Background: an optimization exercise with open tools, aiming at small area and a short achievable clock period. Do not read the settings as production practice.
Function not checked in this run: the RTL went through the layout flow alone.
The clock port is modelled as an ideal driver; clocking choices that lean on that would not hold on a real chip.
Power is estimated from default activity; no workload was simulated.

==> flow/design.v <==
module rrc_filter #(
	parameter WIDTH = 9
)(
	input logic clk,
	input logic rst,
	input logic signed [WIDTH-1:0] filter_in,
	output logic signed [WIDTH-1:0] filter_out
);
  logic [8:0] sr0, sr1, sr2, sr3, sr4, sr5, sr6, sr7, sr8, sr9, sr10, sr11, sr12, sr13, sr14, sr15, sr16, sr17, sr18, sr19, sr20, sr21, sr22, sr23, sr24, sr25, sr26, sr27;
  always_ff @(posedge clk or posedge rst) begin
    if (rst) begin
      sr0 <= 9'h000;
      sr1 <= 9'h000;
      sr2 <= 9'h000;
      sr3 <= 9'h000;
      sr4 <= 9'h000;
      sr5 <= 9'h000;
      sr6 <= 9'h000;
      sr7 <= 9'h000;
      sr8 <= 9'h000;
      sr9 <= 9'h000;
      sr10 <= 9'h000;
      sr11 <= 9'h000;
      sr12 <= 9'h000;
      sr13 <= 9'h000;
      sr14 <= 9'h000;
      sr15 <= 9'h000;
      sr16 <= 9'h000;
      sr17 <= 9'h000;
      sr18 <= 9'h000;
      sr19 <= 9'h000;
      sr20 <= 9'h000;
      sr21 <= 9'h000;
      sr22 <= 9'h000;
      sr23 <= 9'h000;
      sr24 <= 9'h000;
      sr25 <= 9'h000;
      sr26 <= 9'h000;
      sr27 <= 9'h000;
    end else begin
      sr0 <= filter_in;
      sr1 <= sr0;
      sr2 <= sr1;
      sr3 <= sr2;
      sr4 <= sr3;
      sr5 <= sr4;
      sr6 <= sr5;
      sr7 <= sr6;
      sr8 <= sr7;
      sr9 <= sr8;
      sr10 <= sr9;
      sr11 <= sr10;
      sr12 <= sr11;
      sr13 <= sr12;
      sr14 <= sr13;
      sr15 <= sr14;
      sr16 <= sr15;
      sr17 <= sr16;
      sr18 <= sr17;
      sr19 <= sr18;
      sr20 <= sr19;
      sr21 <= sr20;
      sr22 <= sr21;
      sr23 <= sr22;
      sr24 <= sr23;
      sr25 <= sr24;
      sr26 <= sr25;
      sr27 <= sr26;
    end
  end
  logic [9:0] t0;
  always_ff @(posedge clk or posedge rst) begin
    if (rst) t0 <= 10'd904;
    else t0 <= 10'd904 - {{1{filter_in[8]}}, filter_in};
  end
  logic [9:0] pv0;
  always_ff @(posedge clk or posedge rst) begin
    if (rst) pv0 <= 10'd0;
    else pv0 <= {sr11[8], sr11} + {sr13[8], sr13};
  end
  logic [23:0] cs3;
  logic [37:0] cs2;
  logic [34:0] cs1;
  wire n1 = ~sr26[0];
  wire s2, c3;
  rrc_fa u3 (.a(sr24[0]), .b(sr27[0]), .ci(n1), .s(s2), .co(c3));
  wire s4, c5;
  rrc_fa u5 (.a(sr16[0]), .b(sr18[0]), .ci(sr20[0]), .s(s4), .co(c5));
  wire s6, c7;
  rrc_fa u7 (.a(sr21[0]), .b(sr24[1]), .ci(sr27[1]), .s(s6), .co(c7));
  wire n8 = ~c3;
  wire s9, c10;
  rrc_fa u10 (.a(sr23[0]), .b(sr26[1]), .ci(n8), .s(s9), .co(c10));
  wire n11 = ~s6;
  wire s12, c13;
  rrc_fa u13 (.a(s4), .b(n11), .ci(s9), .s(s12), .co(c13));
  wire s14, c15;
  rrc_fa u15 (.a(sr16[1]), .b(sr18[1]), .ci(sr20[1]), .s(s14), .co(c15));
  wire s16, c17;
  rrc_fa u17 (.a(sr21[1]), .b(sr24[2]), .ci(sr27[2]), .s(s16), .co(c17));
  wire s18, c19;
  rrc_fa u19 (.a(sr23[1]), .b(sr26[2]), .ci(c5), .s(s18), .co(c19));
  wire n20 = ~s14;
  wire s21, c22;
  rrc_fa u22 (.a(c7), .b(s16), .ci(n20), .s(s21), .co(c22));
  wire n23 = ~s21;
  wire s24, c25;
  rrc_fa u25 (.a(c10), .b(s18), .ci(n23), .s(s24), .co(c25));
  wire s26, c27;
  rrc_fa u27 (.a(sr16[0]), .b(sr16[2]), .ci(sr17[0]), .s(s26), .co(c27));
  wire s28, c29;
  rrc_fa u29 (.a(sr18[2]), .b(sr20[2]), .ci(sr23[2]), .s(s28), .co(c29));
  wire s30, c31;
  rrc_fa u31 (.a(sr18[0]), .b(sr21[2]), .ci(sr24[3]), .s(s30), .co(c31));
  wire n32 = ~sr27[3];
  wire s33, c34;
  rrc_fa u34 (.a(sr26[3]), .b(n32), .ci(c15), .s(s33), .co(c34));
  wire n35 = ~c17;
  wire s36, c37;
  rrc_fa u37 (.a(n35), .b(s26), .ci(s28), .s(s36), .co(c37));
  wire n38 = ~s30;
  wire s39, c40;
  rrc_fa u40 (.a(n38), .b(c19), .ci(s33), .s(s39), .co(c40));
  wire n41 = ~c22;
  wire s42, c43;
  rrc_fa u43 (.a(n41), .b(s36), .ci(s39), .s(s42), .co(c43));
  wire s44, c45;
  rrc_fa u45 (.a(sr16[1]), .b(sr16[3]), .ci(sr17[1]), .s(s44), .co(c45));
  wire s46, c47;
  rrc_fa u47 (.a(sr18[3]), .b(sr20[3]), .ci(sr23[3]), .s(s46), .co(c47));
  wire s48, c49;
  rrc_fa u49 (.a(sr18[1]), .b(sr21[3]), .ci(sr24[4]), .s(s48), .co(c49));
  wire n50 = ~sr27[4];
  wire s51, c52;
  rrc_fa u52 (.a(sr26[4]), .b(n50), .ci(c27), .s(s51), .co(c52));
  wire n53 = ~c31;
  wire s54, c55;
  rrc_fa u55 (.a(c29), .b(n53), .ci(s44), .s(s54), .co(c55));
  wire n56 = ~s48;
  wire s57, c58;
  rrc_fa u58 (.a(s46), .b(n56), .ci(c34), .s(s57), .co(c58));
  wire s59, c60;
  rrc_fa u60 (.a(s51), .b(c37), .ci(s54), .s(s59), .co(c60));
  wire s61, c62;
  rrc_fa u62 (.a(c40), .b(s57), .ci(s59), .s(s61), .co(c62));
  wire s63, c64;
  rrc_fa u64 (.a(sr16[2]), .b(sr16[4]), .ci(sr17[2]), .s(s63), .co(c64));
  wire s65, c66;
  rrc_fa u66 (.a(sr18[4]), .b(sr20[4]), .ci(sr23[4]), .s(s65), .co(c66));
  wire s67, c68;
  rrc_fa u68 (.a(sr18[2]), .b(sr21[4]), .ci(sr24[5]), .s(s67), .co(c68));
  wire n69 = ~sr27[5];
  wire s70, c71;
  rrc_fa u71 (.a(sr26[5]), .b(n69), .ci(c45), .s(s70), .co(c71));
  wire n72 = ~c49;
  wire s73, c74;
  rrc_fa u74 (.a(c47), .b(n72), .ci(s63), .s(s73), .co(c74));
  wire n75 = ~s67;
  wire s76, c77;
  rrc_fa u77 (.a(s65), .b(n75), .ci(c52), .s(s76), .co(c77));
  wire s78, c79;
  rrc_fa u79 (.a(c55), .b(s70), .ci(s73), .s(s78), .co(c79));
  wire s80, c81;
  rrc_fa u81 (.a(c58), .b(s76), .ci(c60), .s(s80), .co(c81));
  wire s82, c83;
  rrc_fa u83 (.a(s78), .b(c62), .ci(s80), .s(s82), .co(c83));
  wire s84, c85;
  rrc_fa u85 (.a(sr16[3]), .b(sr16[5]), .ci(sr17[3]), .s(s84), .co(c85));
  wire s86, c87;
  rrc_fa u87 (.a(sr18[5]), .b(sr20[5]), .ci(sr23[5]), .s(s86), .co(c87));
  wire s88, c89;
  rrc_fa u89 (.a(sr18[3]), .b(sr21[5]), .ci(sr24[6]), .s(s88), .co(c89));
  wire n90 = ~sr27[6];
  wire s91, c92;
  rrc_fa u92 (.a(sr26[6]), .b(n90), .ci(c64), .s(s91), .co(c92));
  wire n93 = ~c68;
  wire s94, c95;
  rrc_fa u95 (.a(c66), .b(n93), .ci(s84), .s(s94), .co(c95));
  wire n96 = ~s88;
  wire s97, c98;
  rrc_fa u98 (.a(s86), .b(n96), .ci(c71), .s(s97), .co(c98));
  wire s99, c100;
  rrc_fa u100 (.a(c74), .b(s91), .ci(s94), .s(s99), .co(c100));
  wire s101, c102;
  rrc_fa u102 (.a(c77), .b(s97), .ci(c79), .s(s101), .co(c102));
  wire s103, c104;
  rrc_fa u104 (.a(s99), .b(c81), .ci(s101), .s(s103), .co(c104));
  wire s105, c106;
  rrc_fa u106 (.a(sr16[4]), .b(sr16[6]), .ci(sr17[4]), .s(s105), .co(c106));
  wire s107, c108;
  rrc_fa u108 (.a(sr18[6]), .b(sr20[6]), .ci(sr23[6]), .s(s107), .co(c108));
  wire s109, c110;
  rrc_fa u110 (.a(sr18[4]), .b(sr21[6]), .ci(sr24[7]), .s(s109), .co(c110));
  wire n111 = ~sr27[7];
  wire s112, c113;
  rrc_fa u113 (.a(sr26[7]), .b(n111), .ci(c85), .s(s112), .co(c113));
  wire n114 = ~c89;
  wire s115, c116;
  rrc_fa u116 (.a(c87), .b(n114), .ci(s105), .s(s115), .co(c116));
  wire n117 = ~s109;
  wire s118, c119;
  rrc_fa u119 (.a(s107), .b(n117), .ci(c92), .s(s118), .co(c119));
  wire s120, c121;
  rrc_fa u121 (.a(c95), .b(s112), .ci(s115), .s(s120), .co(c121));
  wire s122, c123;
  rrc_fa u123 (.a(c98), .b(s118), .ci(c100), .s(s122), .co(c123));
  wire s124, c125;
  rrc_fa u125 (.a(s120), .b(c102), .ci(s122), .s(s124), .co(c125));
  wire s126, c127;
  rrc_fa u127 (.a(sr16[5]), .b(sr16[7]), .ci(sr17[5]), .s(s126), .co(c127));
  wire s128, c129;
  rrc_fa u129 (.a(sr18[7]), .b(sr20[7]), .ci(sr23[7]), .s(s128), .co(c129));
  wire s130, c131;
  rrc_fa u131 (.a(sr18[5]), .b(sr21[7]), .ci(sr26[8]), .s(s130), .co(c131));
  wire s132, c133;
  rrc_fa u133 (.a(sr24[8]), .b(sr27[8]), .ci(c106), .s(s132), .co(c133));
  wire n134 = ~c110;
  wire s135, c136;
  rrc_fa u136 (.a(c108), .b(n134), .ci(s126), .s(s135), .co(c136));
  wire n137 = ~s130;
  wire s138, c139;
  rrc_fa u139 (.a(s128), .b(n137), .ci(c113), .s(s138), .co(c139));
  wire s140, c141;
  rrc_fa u141 (.a(c116), .b(s132), .ci(s135), .s(s140), .co(c141));
  wire s142, c143;
  rrc_fa u143 (.a(c119), .b(s138), .ci(c121), .s(s142), .co(c143));
  wire s144, c145;
  rrc_fa u145 (.a(s140), .b(c123), .ci(s142), .s(s144), .co(c145));
  wire s146, c147;
  rrc_fa u147 (.a(sr16[6]), .b(sr17[6]), .ci(sr21[8]), .s(s146), .co(c147));
  wire s148, c149;
  rrc_fa u149 (.a(sr16[8]), .b(sr18[6]), .ci(sr18[8]), .s(s148), .co(c149));
  wire s150, c151;
  rrc_fa u151 (.a(sr20[8]), .b(sr23[8]), .ci(c131), .s(s150), .co(c151));
  wire s152, c153;
  rrc_fa u153 (.a(c127), .b(c129), .ci(s146), .s(s152), .co(c153));
  wire n154 = ~s148;
  wire s155, c156;
  rrc_fa u156 (.a(n154), .b(c133), .ci(c136), .s(s155), .co(c156));
  wire n157 = ~s150;
  wire s158, c159;
  rrc_fa u159 (.a(n157), .b(s152), .ci(c139), .s(s158), .co(c159));
  wire s160, c161;
  rrc_fa u161 (.a(c141), .b(s155), .ci(s158), .s(s160), .co(c161));
  wire n162 = ~sr18[7];
  wire s163, c164;
  rrc_fa u164 (.a(sr16[7]), .b(sr17[7]), .ci(n162), .s(s163), .co(c164));
  wire n165 = ~c149;
  wire s166, c167;
  rrc_fa u167 (.a(c147), .b(n165), .ci(s163), .s(s166), .co(c167));
  wire n168 = ~c151;
  wire s169, c170;
  rrc_fa u170 (.a(n168), .b(c153), .ci(s166), .s(s169), .co(c170));
  wire s171, c172;
  rrc_fa u172 (.a(c156), .b(s169), .ci(c159), .s(s171), .co(c172));
  wire n173 = ~sr18[8];
  wire s174, c175;
  rrc_fa u175 (.a(sr16[8]), .b(sr17[8]), .ci(n173), .s(s174), .co(c175));
  wire n176 = ~s174;
  wire s177, c178;
  rrc_fa u178 (.a(c164), .b(n176), .ci(c167), .s(s177), .co(c178));
  wire s179, c180;
  rrc_fa u180 (.a(c170), .b(s177), .ci(c172), .s(s179), .co(c180));
  wire s181, c182;
  rrc_fa u182 (.a(cs3[1]), .b(sr11[0]), .ci(sr15[0]), .s(s181), .co(c182));
  wire s183, c184;
  rrc_fa u184 (.a(cs3[3]), .b(sr11[1]), .ci(sr13[0]), .s(s183), .co(c184));
  wire n185 = ~pv0[2];
  wire s186, c187;
  rrc_fa u187 (.a(sr15[1]), .b(sr16[0]), .ci(n185), .s(s186), .co(c187));
  wire s188, c189;
  rrc_fa u189 (.a(cs3[2]), .b(c182), .ci(s183), .s(s188), .co(c189));
  wire s190, c191;
  rrc_fa u191 (.a(cs3[4]), .b(cs3[5]), .ci(sr8[0]), .s(s190), .co(c191));
  wire s192, c193;
  rrc_fa u193 (.a(sr11[2]), .b(sr13[1]), .ci(sr15[2]), .s(s192), .co(c193));
  wire n194 = ~pv0[3];
  wire s195, c196;
  rrc_fa u196 (.a(sr16[1]), .b(n194), .ci(c184), .s(s195), .co(c196));
  wire s197, c198;
  rrc_fa u198 (.a(c187), .b(s190), .ci(s192), .s(s197), .co(c198));
  wire s199, c200;
  rrc_fa u200 (.a(c189), .b(s195), .ci(s197), .s(s199), .co(c200));
  wire s201, c202;
  rrc_fa u202 (.a(cs3[7]), .b(sr8[1]), .ci(sr11[3]), .s(s201), .co(c202));
  wire s203, c204;
  rrc_fa u204 (.a(sr13[2]), .b(sr15[3]), .ci(sr16[2]), .s(s203), .co(c204));
  wire s205, c206;
  rrc_fa u206 (.a(sr11[0]), .b(sr15[0]), .ci(pv0[0]), .s(s205), .co(c206));
  wire n207 = ~pv0[4];
  wire s208, c209;
  rrc_fa u209 (.a(n207), .b(cs3[6]), .ci(c191), .s(s208), .co(c209));
  wire s210, c211;
  rrc_fa u211 (.a(c193), .b(s201), .ci(s203), .s(s210), .co(c211));
  wire n212 = ~s205;
  wire s213, c214;
  rrc_fa u214 (.a(n212), .b(c196), .ci(s208), .s(s213), .co(c214));
  wire s215, c216;
  rrc_fa u216 (.a(c198), .b(s210), .ci(s213), .s(s215), .co(c216));
  wire s217, c218;
  rrc_fa u218 (.a(sr8[2]), .b(sr11[4]), .ci(sr13[3]), .s(s217), .co(c218));
  wire s219, c220;
  rrc_fa u220 (.a(sr11[1]), .b(sr15[1]), .ci(sr16[0]), .s(s219), .co(c220));
  wire n221 = ~pv0[1];
  wire s222, c223;
  rrc_fa u223 (.a(sr15[4]), .b(sr16[3]), .ci(n221), .s(s222), .co(c223));
  wire n224 = ~pv0[5];
  wire s225, c226;
  rrc_fa u226 (.a(n224), .b(cs3[8]), .ci(c202), .s(s225), .co(c226));
  wire n227 = ~c206;
  wire s228, c229;
  rrc_fa u229 (.a(c204), .b(n227), .ci(s217), .s(s228), .co(c229));
  wire n230 = ~s219;
  wire s231, c232;
  rrc_fa u232 (.a(s222), .b(n230), .ci(c209), .s(s231), .co(c232));
  wire s233, c234;
  rrc_fa u234 (.a(s225), .b(c211), .ci(s228), .s(s233), .co(c234));
  wire s235, c236;
  rrc_fa u236 (.a(c214), .b(s231), .ci(s233), .s(s235), .co(c236));
  wire s237, c238;
  rrc_fa u238 (.a(cs3[9]), .b(sr8[3]), .ci(sr11[5]), .s(s237), .co(c238));
  wire s239, c240;
  rrc_fa u240 (.a(sr13[0]), .b(sr13[4]), .ci(sr15[5]), .s(s239), .co(c240));
  wire s241, c242;
  rrc_fa u242 (.a(sr11[2]), .b(sr15[2]), .ci(sr16[1]), .s(s241), .co(c242));
  wire n243 = ~sr16[4];
  wire s244, c245;
  rrc_fa u245 (.a(pv0[2]), .b(pv0[6]), .ci(n243), .s(s244), .co(c245));
  wire s246, c247;
  rrc_fa u247 (.a(cs3[10]), .b(c218), .ci(c223), .s(s246), .co(c247));
  wire s248, c249;
  rrc_fa u249 (.a(c220), .b(s241), .ci(s244), .s(s248), .co(c249));
  wire s250, c251;
  rrc_fa u251 (.a(s237), .b(s239), .ci(c226), .s(s250), .co(c251));
  wire n252 = ~s248;
  wire s253, c254;
  rrc_fa u254 (.a(c229), .b(s246), .ci(n252), .s(s253), .co(c254));
  wire s255, c256;
  rrc_fa u256 (.a(c232), .b(s250), .ci(c234), .s(s255), .co(c256));
  wire s257, c258;
  rrc_fa u258 (.a(s253), .b(c236), .ci(s255), .s(s257), .co(c258));
  wire s259, c260;
  rrc_fa u260 (.a(cs3[11]), .b(sr8[4]), .ci(sr11[6]), .s(s259), .co(c260));
  wire s261, c262;
  rrc_fa u262 (.a(sr13[0]), .b(sr13[1]), .ci(sr13[5]), .s(s261), .co(c262));
  wire s263, c264;
  rrc_fa u264 (.a(sr15[6]), .b(sr16[5]), .ci(pv0[0]), .s(s263), .co(c264));
  wire s265, c266;
  rrc_fa u266 (.a(sr11[3]), .b(sr15[3]), .ci(sr16[2]), .s(s265), .co(c266));
  wire n267 = ~cs3[12];
  wire s268, c269;
  rrc_fa u269 (.a(pv0[3]), .b(pv0[7]), .ci(n267), .s(s268), .co(c269));
  wire n270 = ~c242;
  wire s271, c272;
  rrc_fa u272 (.a(c238), .b(c240), .ci(n270), .s(s271), .co(c272));
  wire s273, c274;
  rrc_fa u274 (.a(s259), .b(s261), .ci(s263), .s(s273), .co(c274));
  wire s275, c276;
  rrc_fa u276 (.a(c245), .b(s265), .ci(s268), .s(s275), .co(c276));
  wire n277 = ~c249;
  wire s278, c279;
  rrc_fa u279 (.a(c247), .b(s271), .ci(n277), .s(s278), .co(c279));
  wire n280 = ~s275;
  wire s281, c282;
  rrc_fa u282 (.a(s273), .b(c251), .ci(n280), .s(s281), .co(c282));
  wire s283, c284;
  rrc_fa u284 (.a(c254), .b(s278), .ci(s281), .s(s283), .co(c284));
  wire s285, c286;
  rrc_fa u286 (.a(cs3[13]), .b(cs3[14]), .ci(sr8[5]), .s(s285), .co(c286));
  wire s287, c288;
  rrc_fa u288 (.a(sr11[7]), .b(sr13[1]), .ci(sr13[2]), .s(s287), .co(c288));
  wire s289, c290;
  rrc_fa u290 (.a(sr13[6]), .b(sr15[7]), .ci(sr16[6]), .s(s289), .co(c290));
  wire s291, c292;
  rrc_fa u292 (.a(sr11[4]), .b(sr15[4]), .ci(sr16[3]), .s(s291), .co(c292));
  wire n293 = ~pv0[1];
  wire s294, c295;
  rrc_fa u295 (.a(pv0[4]), .b(pv0[8]), .ci(n293), .s(s294), .co(c295));
  wire s296, c297;
  rrc_fa u297 (.a(c260), .b(c262), .ci(c264), .s(s296), .co(c297));
  wire s298, c299;
  rrc_fa u299 (.a(s285), .b(s287), .ci(s289), .s(s298), .co(c299));
  wire s300, c301;
  rrc_fa u301 (.a(c266), .b(s291), .ci(s294), .s(s300), .co(c301));
  wire n302 = ~c269;
  wire s303, c304;
  rrc_fa u304 (.a(n302), .b(c272), .ci(c274), .s(s303), .co(c304));
  wire n305 = ~s300;
  wire s306, c307;
  rrc_fa u307 (.a(s296), .b(s298), .ci(n305), .s(s306), .co(c307));
  wire n308 = ~c276;
  wire s309, c310;
  rrc_fa u310 (.a(n308), .b(c279), .ci(s303), .s(s309), .co(c310));
  wire s311, c312;
  rrc_fa u312 (.a(s306), .b(c282), .ci(s309), .s(s311), .co(c312));
  wire s313, c314;
  rrc_fa u314 (.a(cs3[16]), .b(sr8[6]), .ci(sr13[2]), .s(s313), .co(c314));
  wire s315, c316;
  rrc_fa u316 (.a(sr13[3]), .b(sr13[7]), .ci(sr16[7]), .s(s315), .co(c316));
  wire s317, c318;
  rrc_fa u318 (.a(sr11[5]), .b(sr11[8]), .ci(sr15[5]), .s(s317), .co(c318));
  wire s319, c320;
  rrc_fa u320 (.a(sr15[8]), .b(sr16[4]), .ci(pv0[5]), .s(s319), .co(c320));
  wire s321, c322;
  rrc_fa u322 (.a(pv0[2]), .b(pv0[9]), .ci(cs3[15]), .s(s321), .co(c322));
  wire s323, c324;
  rrc_fa u324 (.a(cs3[17]), .b(c286), .ci(c288), .s(s323), .co(c324));
  wire n325 = ~c290;
  wire s326, c327;
  rrc_fa u327 (.a(c292), .b(c295), .ci(n325), .s(s326), .co(c327));
  wire n328 = ~s317;
  wire s329, c330;
  rrc_fa u330 (.a(s313), .b(s315), .ci(n328), .s(s329), .co(c330));
  wire n331 = ~s319;
  wire s332, c333;
  rrc_fa u333 (.a(n331), .b(s321), .ci(c297), .s(s332), .co(c333));
  wire n334 = ~c301;
  wire s335, c336;
  rrc_fa u336 (.a(c299), .b(s323), .ci(n334), .s(s335), .co(c336));
  wire n337 = ~s326;
  wire s338, c339;
  rrc_fa u339 (.a(n337), .b(s329), .ci(c304), .s(s338), .co(c339));
  wire s340, c341;
  rrc_fa u341 (.a(s332), .b(c307), .ci(s335), .s(s340), .co(c341));
  wire s342, c343;
  rrc_fa u343 (.a(sr8[7]), .b(sr13[3]), .ci(sr13[4]), .s(s342), .co(c343));
  wire s344, c345;
  rrc_fa u345 (.a(sr11[6]), .b(sr13[8]), .ci(sr15[6]), .s(s344), .co(c345));
  wire s346, c347;
  rrc_fa u347 (.a(sr16[5]), .b(sr16[8]), .ci(pv0[6]), .s(s346), .co(c347));
  wire s348, c349;
  rrc_fa u349 (.a(pv0[3]), .b(cs3[18]), .ci(cs3[19]), .s(s348), .co(c349));
  wire n350 = ~c318;
  wire s351, c352;
  rrc_fa u352 (.a(c314), .b(c316), .ci(n350), .s(s351), .co(c352));
  wire s353, c354;
  rrc_fa u354 (.a(c320), .b(s344), .ci(s346), .s(s353), .co(c354));
  wire s355, c356;
  rrc_fa u356 (.a(s342), .b(c322), .ci(s348), .s(s355), .co(c356));
  wire n357 = ~c327;
  wire s358, c359;
  rrc_fa u359 (.a(c324), .b(n357), .ci(c330), .s(s358), .co(c359));
  wire n360 = ~s353;
  wire s361, c362;
  rrc_fa u362 (.a(s351), .b(n360), .ci(s355), .s(s361), .co(c362));
  wire s363, c364;
  rrc_fa u364 (.a(c333), .b(c336), .ci(s358), .s(s363), .co(c364));
  wire s365, c366;
  rrc_fa u366 (.a(s361), .b(c339), .ci(c341), .s(s365), .co(c366));
  wire s367, c368;
  rrc_fa u368 (.a(sr13[4]), .b(sr13[5]), .ci(pv0[4]), .s(s367), .co(c368));
  wire s369, c370;
  rrc_fa u370 (.a(sr8[8]), .b(sr11[7]), .ci(sr15[7]), .s(s369), .co(c370));
  wire n371 = ~cs3[20];
  wire s372, c373;
  rrc_fa u373 (.a(sr16[6]), .b(pv0[7]), .ci(n371), .s(s372), .co(c373));
  wire n374 = ~c343;
  wire s375, c376;
  rrc_fa u376 (.a(c345), .b(c347), .ci(n374), .s(s375), .co(c376));
  wire n377 = ~s369;
  wire s378, c379;
  rrc_fa u379 (.a(s367), .b(c349), .ci(n377), .s(s378), .co(c379));
  wire n380 = ~c352;
  wire s381, c382;
  rrc_fa u382 (.a(s372), .b(n380), .ci(c354), .s(s381), .co(c382));
  wire n383 = ~s375;
  wire s384, c385;
  rrc_fa u385 (.a(n383), .b(c356), .ci(s378), .s(s384), .co(c385));
  wire n386 = ~s381;
  wire s387, c388;
  rrc_fa u388 (.a(c359), .b(n386), .ci(c362), .s(s387), .co(c388));
  wire s389, c390;
  rrc_fa u390 (.a(cs3[22]), .b(cs3[23]), .ci(sr11[8]), .s(s389), .co(c390));
  wire s391, c392;
  rrc_fa u392 (.a(sr13[5]), .b(sr13[6]), .ci(sr15[8]), .s(s391), .co(c392));
  wire s393, c394;
  rrc_fa u394 (.a(cs3[21]), .b(sr16[7]), .ci(pv0[8]), .s(s393), .co(c394));
  wire n395 = ~c370;
  wire s396, c397;
  rrc_fa u397 (.a(pv0[5]), .b(c368), .ci(n395), .s(s396), .co(c397));
  wire n398 = ~s393;
  wire s399, c400;
  rrc_fa u400 (.a(s389), .b(s391), .ci(n398), .s(s399), .co(c400));
  wire n401 = ~s396;
  wire s402, c403;
  rrc_fa u403 (.a(c373), .b(c376), .ci(n401), .s(s402), .co(c403));
  wire n404 = ~c382;
  wire s405, c406;
  rrc_fa u406 (.a(c379), .b(s399), .ci(n404), .s(s405), .co(c406));
  wire n407 = ~s402;
  wire s408, c409;
  rrc_fa u409 (.a(c385), .b(n407), .ci(s405), .s(s408), .co(c409));
  wire s410, c411;
  rrc_fa u411 (.a(sr13[6]), .b(sr13[7]), .ci(sr16[8]), .s(s410), .co(c411));
  wire s412, c413;
  rrc_fa u413 (.a(pv0[6]), .b(pv0[9]), .ci(c390), .s(s412), .co(c413));
  wire n414 = ~c394;
  wire s415, c416;
  rrc_fa u416 (.a(c392), .b(n414), .ci(s410), .s(s415), .co(c416));
  wire s417, c418;
  rrc_fa u418 (.a(c397), .b(s412), .ci(c400), .s(s417), .co(c418));
  wire n419 = ~c403;
  wire s420, c421;
  rrc_fa u421 (.a(s415), .b(s417), .ci(n419), .s(s420), .co(c421));
  wire n422 = ~sr13[8];
  wire s423, c424;
  rrc_fa u424 (.a(sr13[7]), .b(pv0[7]), .ci(n422), .s(s423), .co(c424));
  wire s425, c426;
  rrc_fa u426 (.a(c411), .b(s423), .ci(c413), .s(s425), .co(c426));
  wire s427, c428;
  rrc_fa u428 (.a(c416), .b(s425), .ci(c418), .s(s427), .co(c428));
  wire n429 = ~sr13[8];
  wire s430, c431;
  rrc_fa u431 (.a(pv0[8]), .b(n429), .ci(c424), .s(s430), .co(c431));
  wire s432, c433;
  rrc_fa u433 (.a(s430), .b(c426), .ci(c428), .s(s432), .co(c433));
  wire s434, c435;
  rrc_fa u435 (.a(cs2[0]), .b(cs2[1]), .ci(sr2[0]), .s(s434), .co(c435));
  wire s436, c437;
  rrc_fa u437 (.a(cs2[3]), .b(sr0[1]), .ci(sr3[0]), .s(s436), .co(c437));
  wire s438, c439;
  rrc_fa u439 (.a(sr6[0]), .b(sr8[0]), .ci(sr10[0]), .s(s438), .co(c439));
  wire s440, c441;
  rrc_fa u441 (.a(cs2[2]), .b(sr2[1]), .ci(sr5[0]), .s(s440), .co(c441));
  wire n442 = ~c435;
  wire s443, c444;
  rrc_fa u444 (.a(n442), .b(s436), .ci(s438), .s(s443), .co(c444));
  wire s445, c446;
  rrc_fa u446 (.a(cs2[5]), .b(sr0[2]), .ci(sr3[1]), .s(s445), .co(c446));
  wire s447, c448;
  rrc_fa u448 (.a(sr6[1]), .b(sr8[1]), .ci(sr10[1]), .s(s447), .co(c448));
  wire n449 = ~sr11[0];
  wire s450, c451;
  rrc_fa u451 (.a(sr2[2]), .b(sr5[1]), .ci(n449), .s(s450), .co(c451));
  wire s452, c453;
  rrc_fa u453 (.a(cs2[4]), .b(c437), .ci(c439), .s(s452), .co(c453));
  wire n454 = ~c441;
  wire s455, c456;
  rrc_fa u456 (.a(n454), .b(s445), .ci(s447), .s(s455), .co(c456));
  wire n457 = ~s450;
  wire s458, c459;
  rrc_fa u459 (.a(n457), .b(c444), .ci(s452), .s(s458), .co(c459));
  wire s460, c461;
  rrc_fa u461 (.a(sr0[3]), .b(sr3[2]), .ci(sr6[2]), .s(s460), .co(c461));
  wire s462, c463;
  rrc_fa u463 (.a(sr8[2]), .b(sr10[0]), .ci(sr10[2]), .s(s462), .co(c463));
  wire s464, c465;
  rrc_fa u465 (.a(sr2[3]), .b(sr5[2]), .ci(sr8[0]), .s(s464), .co(c465));
  wire s466, c467;
  rrc_fa u467 (.a(sr11[1]), .b(cs2[6]), .ci(c446), .s(s466), .co(c467));
  wire n468 = ~c451;
  wire s469, c470;
  rrc_fa u470 (.a(c448), .b(n468), .ci(s460), .s(s469), .co(c470));
  wire n471 = ~s464;
  wire s472, c473;
  rrc_fa u473 (.a(s462), .b(n471), .ci(c453), .s(s472), .co(c473));
  wire s474, c475;
  rrc_fa u475 (.a(s466), .b(c456), .ci(s469), .s(s474), .co(c475));
  wire s476, c477;
  rrc_fa u477 (.a(s472), .b(c459), .ci(s474), .s(s476), .co(c477));
  wire s478, c479;
  rrc_fa u479 (.a(cs2[7]), .b(cs2[8]), .ci(sr0[4]), .s(s478), .co(c479));
  wire s480, c481;
  rrc_fa u481 (.a(sr3[3]), .b(sr6[3]), .ci(sr8[3]), .s(s480), .co(c481));
  wire s482, c483;
  rrc_fa u483 (.a(sr10[1]), .b(sr10[3]), .ci(sr11[2]), .s(s482), .co(c483));
  wire s484, c485;
  rrc_fa u485 (.a(sr2[4]), .b(sr5[3]), .ci(sr8[1]), .s(s484), .co(c485));
  wire n486 = ~c465;
  wire s487, c488;
  rrc_fa u488 (.a(c461), .b(c463), .ci(n486), .s(s487), .co(c488));
  wire s489, c490;
  rrc_fa u490 (.a(s478), .b(s480), .ci(s482), .s(s489), .co(c490));
  wire n491 = ~s484;
  wire s492, c493;
  rrc_fa u493 (.a(n491), .b(c467), .ci(c470), .s(s492), .co(c493));
  wire s494, c495;
  rrc_fa u495 (.a(s487), .b(s489), .ci(c473), .s(s494), .co(c495));
  wire s496, c497;
  rrc_fa u497 (.a(c475), .b(s492), .ci(s494), .s(s496), .co(c497));
  wire s498, c499;
  rrc_fa u499 (.a(cs2[9]), .b(sr0[5]), .ci(sr3[4]), .s(s498), .co(c499));
  wire s500, c501;
  rrc_fa u501 (.a(sr6[4]), .b(sr8[4]), .ci(sr10[2]), .s(s500), .co(c501));
  wire s502, c503;
  rrc_fa u503 (.a(sr2[5]), .b(sr5[4]), .ci(sr8[2]), .s(s502), .co(c503));
  wire n504 = ~sr11[0];
  wire s505, c506;
  rrc_fa u506 (.a(sr10[4]), .b(sr11[3]), .ci(n504), .s(s505), .co(c506));
  wire s507, c508;
  rrc_fa u508 (.a(cs2[10]), .b(c479), .ci(c481), .s(s507), .co(c508));
  wire n509 = ~c485;
  wire s510, c511;
  rrc_fa u511 (.a(c483), .b(n509), .ci(s498), .s(s510), .co(c511));
  wire n512 = ~s502;
  wire s513, c514;
  rrc_fa u514 (.a(s500), .b(s505), .ci(n512), .s(s513), .co(c514));
  wire s515, c516;
  rrc_fa u516 (.a(c488), .b(c490), .ci(s507), .s(s515), .co(c516));
  wire s517, c518;
  rrc_fa u518 (.a(s510), .b(s513), .ci(c493), .s(s517), .co(c518));
  wire s519, c520;
  rrc_fa u520 (.a(s515), .b(c495), .ci(s517), .s(s519), .co(c520));
  wire s521, c522;
  rrc_fa u522 (.a(cs2[11]), .b(sr0[6]), .ci(sr3[5]), .s(s521), .co(c522));
  wire s523, c524;
  rrc_fa u524 (.a(sr6[5]), .b(sr8[5]), .ci(sr10[3]), .s(s523), .co(c524));
  wire s525, c526;
  rrc_fa u526 (.a(sr2[6]), .b(sr5[5]), .ci(sr8[3]), .s(s525), .co(c526));
  wire n527 = ~sr11[1];
  wire s528, c529;
  rrc_fa u529 (.a(sr10[5]), .b(sr11[4]), .ci(n527), .s(s528), .co(c529));
  wire s530, c531;
  rrc_fa u531 (.a(c499), .b(c501), .ci(c506), .s(s530), .co(c531));
  wire s532, c533;
  rrc_fa u533 (.a(s521), .b(s523), .ci(s528), .s(s532), .co(c533));
  wire n534 = ~c508;
  wire s535, c536;
  rrc_fa u536 (.a(c503), .b(s525), .ci(n534), .s(s535), .co(c536));
  wire s537, c538;
  rrc_fa u538 (.a(c511), .b(s530), .ci(c514), .s(s537), .co(c538));
  wire n539 = ~s535;
  wire s540, c541;
  rrc_fa u541 (.a(s532), .b(c516), .ci(n539), .s(s540), .co(c541));
  wire s542, c543;
  rrc_fa u543 (.a(s537), .b(c518), .ci(s540), .s(s542), .co(c543));
  wire s544, c545;
  rrc_fa u545 (.a(cs2[13]), .b(cs2[14]), .ci(sr0[7]), .s(s544), .co(c545));
  wire s546, c547;
  rrc_fa u547 (.a(sr3[6]), .b(sr6[6]), .ci(sr8[6]), .s(s546), .co(c547));
  wire s548, c549;
  rrc_fa u549 (.a(sr10[4]), .b(sr10[6]), .ci(sr11[5]), .s(s548), .co(c549));
  wire s550, c551;
  rrc_fa u551 (.a(sr2[7]), .b(sr5[6]), .ci(sr8[4]), .s(s550), .co(c551));
  wire n552 = ~sr11[2];
  wire s553, c554;
  rrc_fa u554 (.a(n552), .b(cs2[12]), .ci(c522), .s(s553), .co(c554));
  wire n555 = ~c526;
  wire s556, c557;
  rrc_fa u557 (.a(c524), .b(c529), .ci(n555), .s(s556), .co(c557));
  wire s558, c559;
  rrc_fa u559 (.a(s544), .b(s546), .ci(s548), .s(s558), .co(c559));
  wire n560 = ~s550;
  wire s561, c562;
  rrc_fa u562 (.a(n560), .b(c531), .ci(s553), .s(s561), .co(c562));
  wire s563, c564;
  rrc_fa u564 (.a(c533), .b(s556), .ci(s558), .s(s563), .co(c564));
  wire n565 = ~c536;
  wire s566, c567;
  rrc_fa u567 (.a(n565), .b(c538), .ci(s561), .s(s566), .co(c567));
  wire s568, c569;
  rrc_fa u569 (.a(s563), .b(c541), .ci(s566), .s(s568), .co(c569));
  wire s570, c571;
  rrc_fa u571 (.a(cs2[15]), .b(sr2[8]), .ci(sr3[7]), .s(s570), .co(c571));
  wire s572, c573;
  rrc_fa u573 (.a(sr6[7]), .b(sr8[7]), .ci(sr10[5]), .s(s572), .co(c573));
  wire s574, c575;
  rrc_fa u575 (.a(sr0[8]), .b(sr5[7]), .ci(sr8[5]), .s(s574), .co(c575));
  wire n576 = ~sr11[3];
  wire s577, c578;
  rrc_fa u578 (.a(sr10[7]), .b(sr11[6]), .ci(n576), .s(s577), .co(c578));
  wire s579, c580;
  rrc_fa u580 (.a(cs2[16]), .b(c545), .ci(c547), .s(s579), .co(c580));
  wire n581 = ~c551;
  wire s582, c583;
  rrc_fa u583 (.a(c549), .b(n581), .ci(s570), .s(s582), .co(c583));
  wire n584 = ~s574;
  wire s585, c586;
  rrc_fa u586 (.a(s572), .b(s577), .ci(n584), .s(s585), .co(c586));
  wire s587, c588;
  rrc_fa u588 (.a(c554), .b(c557), .ci(c559), .s(s587), .co(c588));
  wire s589, c590;
  rrc_fa u590 (.a(s579), .b(s582), .ci(s585), .s(s589), .co(c590));
  wire s591, c592;
  rrc_fa u592 (.a(c562), .b(c564), .ci(s587), .s(s591), .co(c592));
  wire s593, c594;
  rrc_fa u594 (.a(s589), .b(c567), .ci(s591), .s(s593), .co(c594));
  wire s595, c596;
  rrc_fa u596 (.a(cs2[19]), .b(cs2[20]), .ci(sr5[8]), .s(s595), .co(c596));
  wire s597, c598;
  rrc_fa u598 (.a(sr3[8]), .b(sr6[8]), .ci(sr8[6]), .s(s597), .co(c598));
  wire s599, c600;
  rrc_fa u600 (.a(sr8[8]), .b(sr10[8]), .ci(sr11[4]), .s(s599), .co(c600));
  wire s601, c602;
  rrc_fa u602 (.a(sr10[6]), .b(sr11[7]), .ci(cs2[17]), .s(s601), .co(c602));
  wire s603, c604;
  rrc_fa u604 (.a(cs2[18]), .b(c571), .ci(c573), .s(s603), .co(c604));
  wire n605 = ~c575;
  wire s606, c607;
  rrc_fa u607 (.a(c578), .b(n605), .ci(s595), .s(s606), .co(c607));
  wire n608 = ~s601;
  wire s609, c610;
  rrc_fa u610 (.a(s597), .b(s599), .ci(n608), .s(s609), .co(c610));
  wire s611, c612;
  rrc_fa u612 (.a(c580), .b(c583), .ci(s603), .s(s611), .co(c612));
  wire n613 = ~s609;
  wire s614, c615;
  rrc_fa u615 (.a(c586), .b(s606), .ci(n613), .s(s614), .co(c615));
  wire s616, c617;
  rrc_fa u617 (.a(c588), .b(s611), .ci(c590), .s(s616), .co(c617));
  wire s618, c619;
  rrc_fa u619 (.a(s614), .b(c592), .ci(s616), .s(s618), .co(c619));
  wire s620, c621;
  rrc_fa u621 (.a(sr8[7]), .b(sr11[5]), .ci(sr11[8]), .s(s620), .co(c621));
  wire s622, c623;
  rrc_fa u623 (.a(sr10[7]), .b(cs2[21]), .ci(cs2[22]), .s(s622), .co(c623));
  wire n624 = ~c596;
  wire s625, c626;
  rrc_fa u626 (.a(c598), .b(c600), .ci(n624), .s(s625), .co(c626));
  wire n627 = ~s620;
  wire s628, c629;
  rrc_fa u629 (.a(c602), .b(n627), .ci(s622), .s(s628), .co(c629));
  wire n630 = ~s625;
  wire s631, c632;
  rrc_fa u632 (.a(c604), .b(c607), .ci(n630), .s(s631), .co(c632));
  wire n633 = ~c610;
  wire s634, c635;
  rrc_fa u635 (.a(n633), .b(s628), .ci(c612), .s(s634), .co(c635));
  wire s636, c637;
  rrc_fa u637 (.a(s631), .b(c615), .ci(s634), .s(s636), .co(c637));
  wire s638, c639;
  rrc_fa u639 (.a(cs2[24]), .b(cs2[25]), .ci(cs2[26]), .s(s638), .co(c639));
  wire n640 = ~sr8[8];
  wire s641, c642;
  rrc_fa u642 (.a(sr10[8]), .b(sr11[6]), .ci(n640), .s(s641), .co(c642));
  wire n643 = ~c621;
  wire s644, c645;
  rrc_fa u645 (.a(cs2[23]), .b(n643), .ci(s638), .s(s644), .co(c645));
  wire n646 = ~c623;
  wire s647, c648;
  rrc_fa u648 (.a(s641), .b(n646), .ci(c626), .s(s647), .co(c648));
  wire s649, c650;
  rrc_fa u650 (.a(s644), .b(c629), .ci(c632), .s(s649), .co(c650));
  wire n651 = ~s647;
  wire s652, c653;
  rrc_fa u653 (.a(n651), .b(c635), .ci(s649), .s(s652), .co(c653));
  wire n654 = ~sr11[7];
  wire s655, c656;
  rrc_fa u656 (.a(cs2[28]), .b(n654), .ci(cs2[27]), .s(s655), .co(c656));
  wire n657 = ~c642;
  wire s658, c659;
  rrc_fa u659 (.a(c639), .b(n657), .ci(s655), .s(s658), .co(c659));
  wire n660 = ~c648;
  wire s661, c662;
  rrc_fa u662 (.a(c645), .b(s658), .ci(n660), .s(s661), .co(c662));
  wire s663, c664;
  rrc_fa u664 (.a(cs2[29]), .b(cs2[30]), .ci(sr11[8]), .s(s663), .co(c664));
  wire s665, c666;
  rrc_fa u666 (.a(cs2[31]), .b(s663), .ci(c656), .s(s665), .co(c666));
  wire s667, c668;
  rrc_fa u668 (.a(c659), .b(s665), .ci(c662), .s(s667), .co(c668));
  wire s669, c670;
  rrc_fa u670 (.a(cs2[32]), .b(cs2[33]), .ci(c664), .s(s669), .co(c670));
  wire n671 = ~cs2[35];
  wire s672, c673;
  rrc_fa u673 (.a(cs2[36]), .b(cs2[37]), .ci(n671), .s(s672), .co(c673));
  wire n674 = ~cs1[1];
  wire n675 = ~cs1[2];
  wire n676 = ~t0[9];
  wire n677 = ~cs1[19];
  wire n678 = ~cs1[28];
  wire s679, c680;
  rrc_ha u680 (.a(cs1[0]), .b(t0[0]), .s(s679), .co(c680));
  wire s681, c682;
  rrc_fa u682 (.a(t0[1]), .b(n675), .ci(cs1[3]), .s(s681), .co(c682));
  wire s683, c684;
  rrc_fa u684 (.a(cs1[5]), .b(t0[2]), .ci(cs1[4]), .s(s683), .co(c684));
  wire s685, c686;
  rrc_ha u686 (.a(cs1[6]), .b(t0[3]), .s(s685), .co(c686));
  wire s687, c688;
  rrc_fa u688 (.a(cs1[8]), .b(t0[4]), .ci(cs1[7]), .s(s687), .co(c688));
  wire s689, c690;
  rrc_fa u690 (.a(t0[5]), .b(cs1[9]), .ci(cs1[10]), .s(s689), .co(c690));
  wire s691, c692;
  rrc_fa u692 (.a(cs1[11]), .b(cs1[12]), .ci(t0[6]), .s(s691), .co(c692));
  wire s693, c694;
  rrc_fa u694 (.a(cs1[14]), .b(cs1[13]), .ci(t0[7]), .s(s693), .co(c694));
  wire s695, c696;
  rrc_fa u696 (.a(cs1[16]), .b(cs1[15]), .ci(t0[8]), .s(s695), .co(c696));
  wire s697, c698;
  rrc_fa u698 (.a(cs1[18]), .b(cs1[17]), .ci(n676), .s(s697), .co(c698));
  wire s699, c700;
  rrc_fa u700 (.a(cs1[21]), .b(n677), .ci(cs1[20]), .s(s699), .co(c700));
  wire s701, c702;
  rrc_fa u702 (.a(cs1[22]), .b(cs1[19]), .ci(cs1[23]), .s(s701), .co(c702));
  wire s703, c704;
  rrc_fa u704 (.a(cs1[24]), .b(cs1[25]), .ci(cs1[26]), .s(s703), .co(c704));
  wire n705 = ~cs1[27];
  wire s706, c707;
  rrc_fa u707 (.a(cs1[29]), .b(cs1[30]), .ci(n678), .s(s706), .co(c707));
  wire s708, c709;
  rrc_fa u709 (.a(cs1[31]), .b(cs1[32]), .ci(cs1[28]), .s(s708), .co(c709));
  wire n710 = ~cs1[33];
  always_ff @(posedge clk or posedge rst) begin
    if (rst) cs3 <= 24'b000111101001010101000101;
    else cs3 <= {c180, c178, c175, s179, s171, c161, c145, s160, c143, s144, c125, s124, c104, s103, c83, s82, s61, c43, s42, c25, s24, c13, s12, s2};
  end
  always_ff @(posedge clk or posedge rst) begin
    if (rst) cs2 <= 38'b00011110100011001001110111000101110001;
    else cs2 <= {c433, c431, pv0[9], s432, s427, c421, c409, s420, c406, s408, c388, c366, s387, c364, s384, s365, s363, c312, s340, s338, c310, s311, c284, c258, s283, c256, s257, s235, c216, s215, c200, s199, s188, s186, s181, pv0[1], pv0[0], cs3[0]};
  end
  always_ff @(posedge clk or posedge rst) begin
    if (rst) cs1 <= 35'b01110101111000101110110101010101010;
    else cs1 <= {c673, s672, c670, cs2[34], c668, c666, s669, s667, c653, s661, c650, s652, c637, c619, s636, c617, s618, c594, s593, c569, s568, c543, s542, c520, s519, c497, s496, c477, s476, s458, s455, s443, s440, s434, sr0[0]};
  end
  wire [18:0] fa_ = {1'b1, cs1[34], n710, s708, s706, n705, s703, s701, s699, s697, s695, s693, s691, s689, s687, s685, s683, s681, n674};
  wire [18:0] fb_ = {1'b0, cs1[33], c709, c707, cs1[27], c704, c702, c700, c698, c696, c694, c692, c690, c688, c686, c684, c682, c680, s679};
  wire [18:0] sum_ = fa_ + fb_;
  wire ovf_ = (sum_[18] != sum_[16]) || (sum_[17] != sum_[16]);
  wire [8:0] y_ = ovf_ ? (sum_[18] ? 9'h100 : 9'h0ff) : sum_[16:8];
  always_ff @(posedge clk or posedge rst) begin
    if (rst) filter_out <= 9'd0;
    else filter_out <= y_;
  end
endmodule
module rrc_fa (input logic a, input logic b, input logic ci, output logic s, output logic co);
  assign s = a ^ b ^ ci;
  assign co = (a & b) | (a & ci) | (b & ci);
endmodule
module rrc_carry8 (input logic [7:0] a, input logic [7:0] b, output logic co);
  wire [8:0] t = {1'b0, a} + {1'b0, b};
  assign co = t[8];
endmodule
module rrc_hsat (input logic [10:0] a, input logic [10:0] b, input logic ci, output logic [8:0] y);
  wire [11:0] t2 = {a, ci} + {b, ci};
  wire [10:0] t = t2[11:1];
  wire ovf = (t[10] != t[8]) || (t[9] != t[8]);
  assign y = ovf ? (t[10] ? 9'h100 : 9'h0ff) : t[8:0];
endmodule
module rrc_fa1 (input logic a, input logic b, output logic s, output logic co);
  assign s = ~(a ^ b);
  assign co = a | b;
endmodule
module rrc_ha (input logic a, input logic b, output logic s, output logic co);
  assign s = a ^ b;
  assign co = a & b;
endmodule
==> flow/flow/run.sh <==
#!/bin/bash
# Own layout flow: the standard ORFS flow (standard.sh, unchanged synthesis), with
#  - timing repair aimed below the design's period (SETUP_SLACK_MARGIN; the SDC is unchanged),
#  - port buffers of a normal buffer cell rather than the smallest one,
#  - after CTS, the clock port drives the tree's branch buffers directly, split in two (flow/flatten_clock_root.tcl).
# Each step's full log is kept by ORFS under orfs/logs/; make's own output goes to flow.log.
set -uo pipefail
here=$(pwd)
bash standard.sh SETUP_SLACK_MARGIN=7.45 "BUFFER_PORTS_ARGS=-buffer_cell sky130_fd_sc_hd__buf_2" \
  "POST_CTS_TCL=$here/flow/flatten_clock_root.tcl" finish > flow.log 2>&1
==> flow/flow/flatten_clock_root.tcl <==
# POST_CTS hook. CTS builds root buffer -> branch buffers -> leaf buffers -> registers.
# 1. Drop the root buffer: the clock port then feeds the branch buffers directly.
set block [ord::get_db_block]
set clknet [$block findNet clk]

proc loads_of {net} {
  set l {}
  foreach it [$net getITerms] { if {[$it isInputSignal]} { lappend l $it } }
  return $l
}
proc out_net {inst} {
  foreach it [$inst getITerms] { if {[$it isOutputSignal]} { return [$it getNet] } }
  return ""
}

set roots [loads_of $clknet]
puts "clock hook: clock port feeds [llength $roots] cell(s)"
if {[llength $roots] == 1} {
  set root [[lindex $roots 0] getInst]
  set out [out_net $root]
  set loads [loads_of $out]
  if {[llength $loads] <= 4 && [llength $loads] > 0} {
    foreach it $loads {
      set pname "[[$it getInst] getName]/[[$it getMTerm] getName]"
      disconnect_pin [$out getName] $pname
      connect_pin clk $pname
    }
    set rname [$root getName]
    set oname [$out getName]
    delete_instance $rname
    delete_net $oname
    puts "clock hook: removed root $rname"
  }
}

set branches [loads_of $clknet]
set nsplit [expr {4 / max(1, [llength $branches])}]
if {[llength $branches] <= 2} {
  set k 0
  foreach bit $branches {
    set b [$bit getInst]
    set bnet [out_net $b]
    set leaves [loads_of $bnet]
    if {[llength $leaves] < 4} continue
    # split the leaves in two halves along the wider spread of their positions
    set pts {}
    foreach it $leaves {
      set li [$it getInst]
      set loc [$li getLocation]
      lappend pts [list $it [lindex $loc 0] [lindex $loc 1]]
    }
    set xs [lmap p $pts {lindex $p 1}]
    set ys [lmap p $pts {lindex $p 2}]
    set dx [expr {[tcl::mathfunc::max {*}$xs] - [tcl::mathfunc::min {*}$xs]}]
    set dy [expr {[tcl::mathfunc::max {*}$ys] - [tcl::mathfunc::min {*}$ys]}]
    set idx [expr {$dx >= $dy ? 1 : 2}]
    set pts [lsort -integer -index $idx $pts]
    set half [expr {[llength $pts] / 2}]
    set moved [lrange $pts $half end]
    set master [[$b getMaster] getName]
    set nname "clkhook_split_${k}"
    set netname "clkhook_net_${k}"
    incr k
    set newnet [odb::dbNet_create $block $netname]
    $newnet setSigType CLOCK
    set inst [odb::dbInst_create $block [[ord::get_db] findMaster $master] $nname]
    set sx 0; set sy 0
    foreach p $moved { set sx [expr {$sx + [lindex $p 1]}]; set sy [expr {$sy + [lindex $p 2]}] }
    set n [llength $moved]
    $inst setLocation [expr {$sx / $n}] [expr {$sy / $n}]
    $inst setPlacementStatus PLACED
    [$inst findITerm A] connect $clknet
    [$inst findITerm X] connect $newnet
    foreach p $moved {
      set it [lindex $p 0]
      $it disconnect
      $it connect $newnet
    }
    # move the original branch buffer to the centroid of the leaves it keeps
    set sx 0; set sy 0
    set kept [lrange $pts 0 [expr {$half - 1}]]
    foreach p $kept { set sx [expr {$sx + [lindex $p 1]}]; set sy [expr {$sy + [lindex $p 2]}] }
    set n [llength $kept]
    $b setLocation [expr {$sx / $n}] [expr {$sy / $n}]
    puts "clock hook: split [$b getName] ([llength $leaves] leaves) into two"
  }
  detailed_placement
  check_placement -verbose
}
estimate_parasitics -placement
report_clock_latency
==> flow/standard.sh <==
#!/bin/bash
# synth_recipe.tcl (not shown) runs the flow's synth.tcl, then flattens the netlist and writes it again
# the make line also repeats each setting of config.mk as NAME=value (left out here)
make -C /OpenROAD-flow-scripts/flow DESIGN_CONFIG=/design/flow/config.mk WORK_HOME=/design/flow/orfs CLKGATE_MAP_FILE= SYNTH_SCRIPT=/design/flow/synth_recipe.tcl "${@:-finish}"
==> flow/config.mk <==
export PLATFORM = sky130hd
export DESIGN_NAME = rrc_filter
export DESIGN_NICKNAME = rrc_filter
export VERILOG_FILES = /design/flow/design.v
export SDC_FILE = /design/flow/constraint.sdc
export NUM_CORES = 4
export LEC_CHECK = 0
export ABC_CLOCK_PERIOD_IN_PS = 800
export CAP_MARGIN = 20
export CORE_MARGIN = 2
export CORE_UTILIZATION = 70
export CTS_BUF_LIST = sky130_fd_sc_hd__clkbuf_16
export CTS_CLUSTER_DIAMETER = 90
export CTS_CLUSTER_SIZE = 32
export PLACE_DENSITY = 0.75
export SLEW_MARGIN = 20
export SYNTH_HIERARCHICAL = 1
==> flow/constraint.sdc <==
create_clock -name core_clock -period 10.5 [get_ports {clk}]
set_input_delay 2.1000 -clock core_clock [delete_from_list [all_inputs] [get_ports {clk}]]
set_output_delay 2.1000 -clock core_clock [all_outputs]
set_load 0.01 [all_outputs]
==> results_dict.tcl <==
set metrics [dict create \
    max_slew_margin 0.559 \
    finalSetupTns_ns 0 \
    timing.rr.end "filter_out[7]" \
    worstPathMaxFanout 8 \
    ys_dominant_reg_cell "dfrtp_1" \
    min_period_over_period 0.297 \
    slowest_delay_ns 0.54 \
    die-area_um2 25900 \
    track_usage 0.261 \
    fmax_mhz 320 \
    period_needed_ns 3.12 \
    routed-wl-met2_um 15900 \
    cts_tree "built" \
    seqCellArea_um2 9510 \
    cts.sinks 376 \
    pwr-share-seq 0.338 \
    synthToLayoutAreaGrowth_pct 7.78 \
    drcViolationCount 0 \
    final_max_slew_viol_count 0 \
    crit_arrival_ns 3.30 \
    num_antenna_cells 0 \
    rr_worst_depth 11 \
    end_kind "flip-flop" \
    final_hold_viol_count 0 \
    grt_pass1_wl_um 50100 \
    outcome "finished clean" \
    crit_path_end "filter_out[7]" \
    via_per_inst 5.48 \
    cp_num_cells 11 \
    cts.clk_slew.worst_paths_ns 0.12 \
    layoutNonFillerInstCount 1362 \
    fill_cells 1348 \
    fin_skew_ns 0.0269 \
    ios 20 \
    gr-total-overflow 0 \
    clkLatencyLatePin_ns 0.34 \
    vias 7461 \
    placed_cells 1310 \
    yosysTopAreaCell "dfrtp_1" \
    finalWirelength_um 30000 \
    timing.rr.start "cs1[5]" \
    drt-met1-wl_um 12500 \
    worst-path-buf-inv 3 \
    fp.dieH_um 161 \
    synth_seq_cells 376 \
    cpMostUsedCell "buf_6" \
    grt_max_degree 90 \
    p_sw_frac 0.387 \
    worstPathRequired_ns 10.68 \
    rsz0062_at_grt "yes" \
    synthArstFlopShare 1.00 \
    initial_core_util 0.711 \
    comb_power_share 0.547 \
    die_w_um 161 \
    dp_hpwl_um 22700 \
    powerDensity_nw_per_um2 325 \
    drive_above_1_share 0.188 \
    firstDrtPassIters 4 \
    reg2reg_slack_ns 7.38 \
    leakagePower_nw 8.16 \
    slowest_stage "dfstp_2" \
    postLayoutCoreUtil 0.767 \
    ys_types 52 \
    coreArea_um2 24200 \
    synth.most_common_cell "dfrtp_1" \
    critPathKind "flip-flop to flip-flop" \
    placed_area_um2 17700 \
    drt_iter0_drc 514 \
    critical_path.top_delay_family "compound AO/OA/AOI/OAI gates" \
    crit_start "cs1[5]" \
    synthCells 968 \
    antenna_found_initial 0 \
    yosys_warnings 7 \
    row_count 57 \
    hp-class "flip-flop to flip-flop" \
    synth_fp_nets 1305 \
    multiInputGateArea_um2 7350 \
    stdcell_area_um2 18600 \
    switching_power_mw 2.34 \
    gp_congestion 0.851 \
    port_buffers 19 \
    antenna_left 0 \
    worst_pin_slew_ns 0.661 \
    synth_area_per_cell_um2 17.8 \
    vdd_drop_max_mv 0.439 \
    setup_viol 0 \
    p_total_mw 6.05 \
    wl_per_cell_um 22.0 \
    pwr-share-clk 0.115 \
    yosysTopAreaCellShare 0.467 \
    drv_cap 0 \
    synth_edf_count 0 \
    grt_pass1_vias 9262 \
    highest_layer "met4" \
    nNetsFinal 1367 \
    start_kind "flip-flop" \
    ys_top_cells_by_area "dfrtp_1 (47%), fa_1 (34%), dfstp_2 (8.2%), inv_1 (2.7%), ha_1 (2.1%)" \
    syn_area_um2 17300 \
    path_cells "fa_1, ha_4, o21ai_2, a22oi_2, buf_6, buf_6, a211o_1, a211o_1, a211oi_4, buf_6, o22ai_2" \
    wl_met3_um 866 \
    ys_seq_area_frac 0.549 \
    p_int_mw 3.71 \
    synthTopCellsByCount "dfrtp_1 (322), fa_1 (297), inv_1 (123)" \
]
modules after synthesis (local to each module, per instance):
module      cells inside  copies in the design  cell area [um^2]
rrc_fa                 1                   296              20.0
rrc_filter           670                     1             11300
rrc_ha                 1                     2              12.5
layout by cell type (no fill, tap or decap), drive strengths merged, types with 2 or more instances in the layout:
cell      instances
nor3              5
nand3             3
a211o             2
a31o              2
inv             130
a21oi            21
a22oi             2
nor2b             2
dfrtp           322
clkbuf           17
a211oi            6
o21bai            3
clkinvlp          4
fa              297
xnor2            13
o21ai            12
a21o              5
dfstp            54
and3              5
nor3b             2
nand2            16
xor2              9
ha               29
nor2              7
o22ai             5
buf              47
through the flow:
stage	setup WS, ns	hold slack, ns
final	7.38	0.340
after global placement	6.13	0.331
after detailed placement	6.04	0.335
after global routing	7.27	0.364
after floorplan	3.39	0.331
final cells by class, without the clock buffers:
cell class	instances	share of cell area
sequential	376	0.512
clock inverter	10	0.00256
buffer	2	0.00269
tap	324	0.0218
timing repair buffer	48	0.0213
timing repair inverter	2	0.000673
multi-input combinational	463	0.395
inverter	123	0.0250
routing by layer:
layer,up-vias,track usage
li1,3086,-
met1,4181,0.370
met2,140,0.449
met3,54,0.0259
met4,0,0.0747
met5,-,0
state kept, by name, summed over array words and instances (netlist names), 10 cells and up:
| register | cells |
|---|---|
| cs3 | 24 |
| cs1 | 34 |
| cs2 | 38 |
| pv0 | 10 |
cells by family (layout without fill, tap and decap cells):
family                     Yosys count  in the layout  share of synthesized area
DFF                                376            376                      0.549
AOI/OAI and AO/OA                   70             70                     0.0290
buffers and inverters              129            199                     0.0303
adders and majority gates          326            326                      0.366
xor gates and xnor gates            22             22                     0.0116
muxes                                1              1                   0.000580
and+or+nand+nor                     44             44                     0.0135
power groups by stage:
stage	clock (mW)	combinational (mW)	sequential, mW
after floorplan	0	2.34	2.03
after global placement	0	2.90	2.07
after detailed placement	0	3.04	2.08
after global routing	0.769	3.79	2.08
final	0.698	3.31	2.04
how the worst min path moves through the flow:
stage / slack (ns) / start / end / depth (start not counted)
2_1_floorplan: 0.33 / sr9[0] / sr10[0] / 0
6_report: 0.34 / sr25[7] / sr26[7] / 0
5_1_grt: 0.36 / sr22[2] / sr23[2] / 0
3_5_place_dp: 0.33 / sr9[2] / sr10[2] / 0
3_3_place_gp: 0.33 / sr9[7] / sr10[7] / 0

-- separate check: timing with driven ports --
Ports are ideal in the flow. The routed layout listed here was re-timed in OpenROAD.
Step 1, drivers: a clkbuf_16 drives clk and a buf_2 each remaining input, both assumed.
Step 2 adds t to the input delays and takes it off the output delays; t is the mean of the earliest and latest rising clock arrival at the registers after step 1. Input paths then give back, and output paths get back, about the clock's delay inside the block.
Slacks: ideal ports / drivers / drivers and shift; pairs: ideal ports / drivers.
t, ns: 0.422
setup slack, ns: 7.377 / 7.377 / 7.170
worst data-port slew with drivers (ns): 0.04
After both steps setup and hold are still met in this run. The setup slack of this run moves by 0.000 ns with the drivers and by -0.207 ns with both steps.
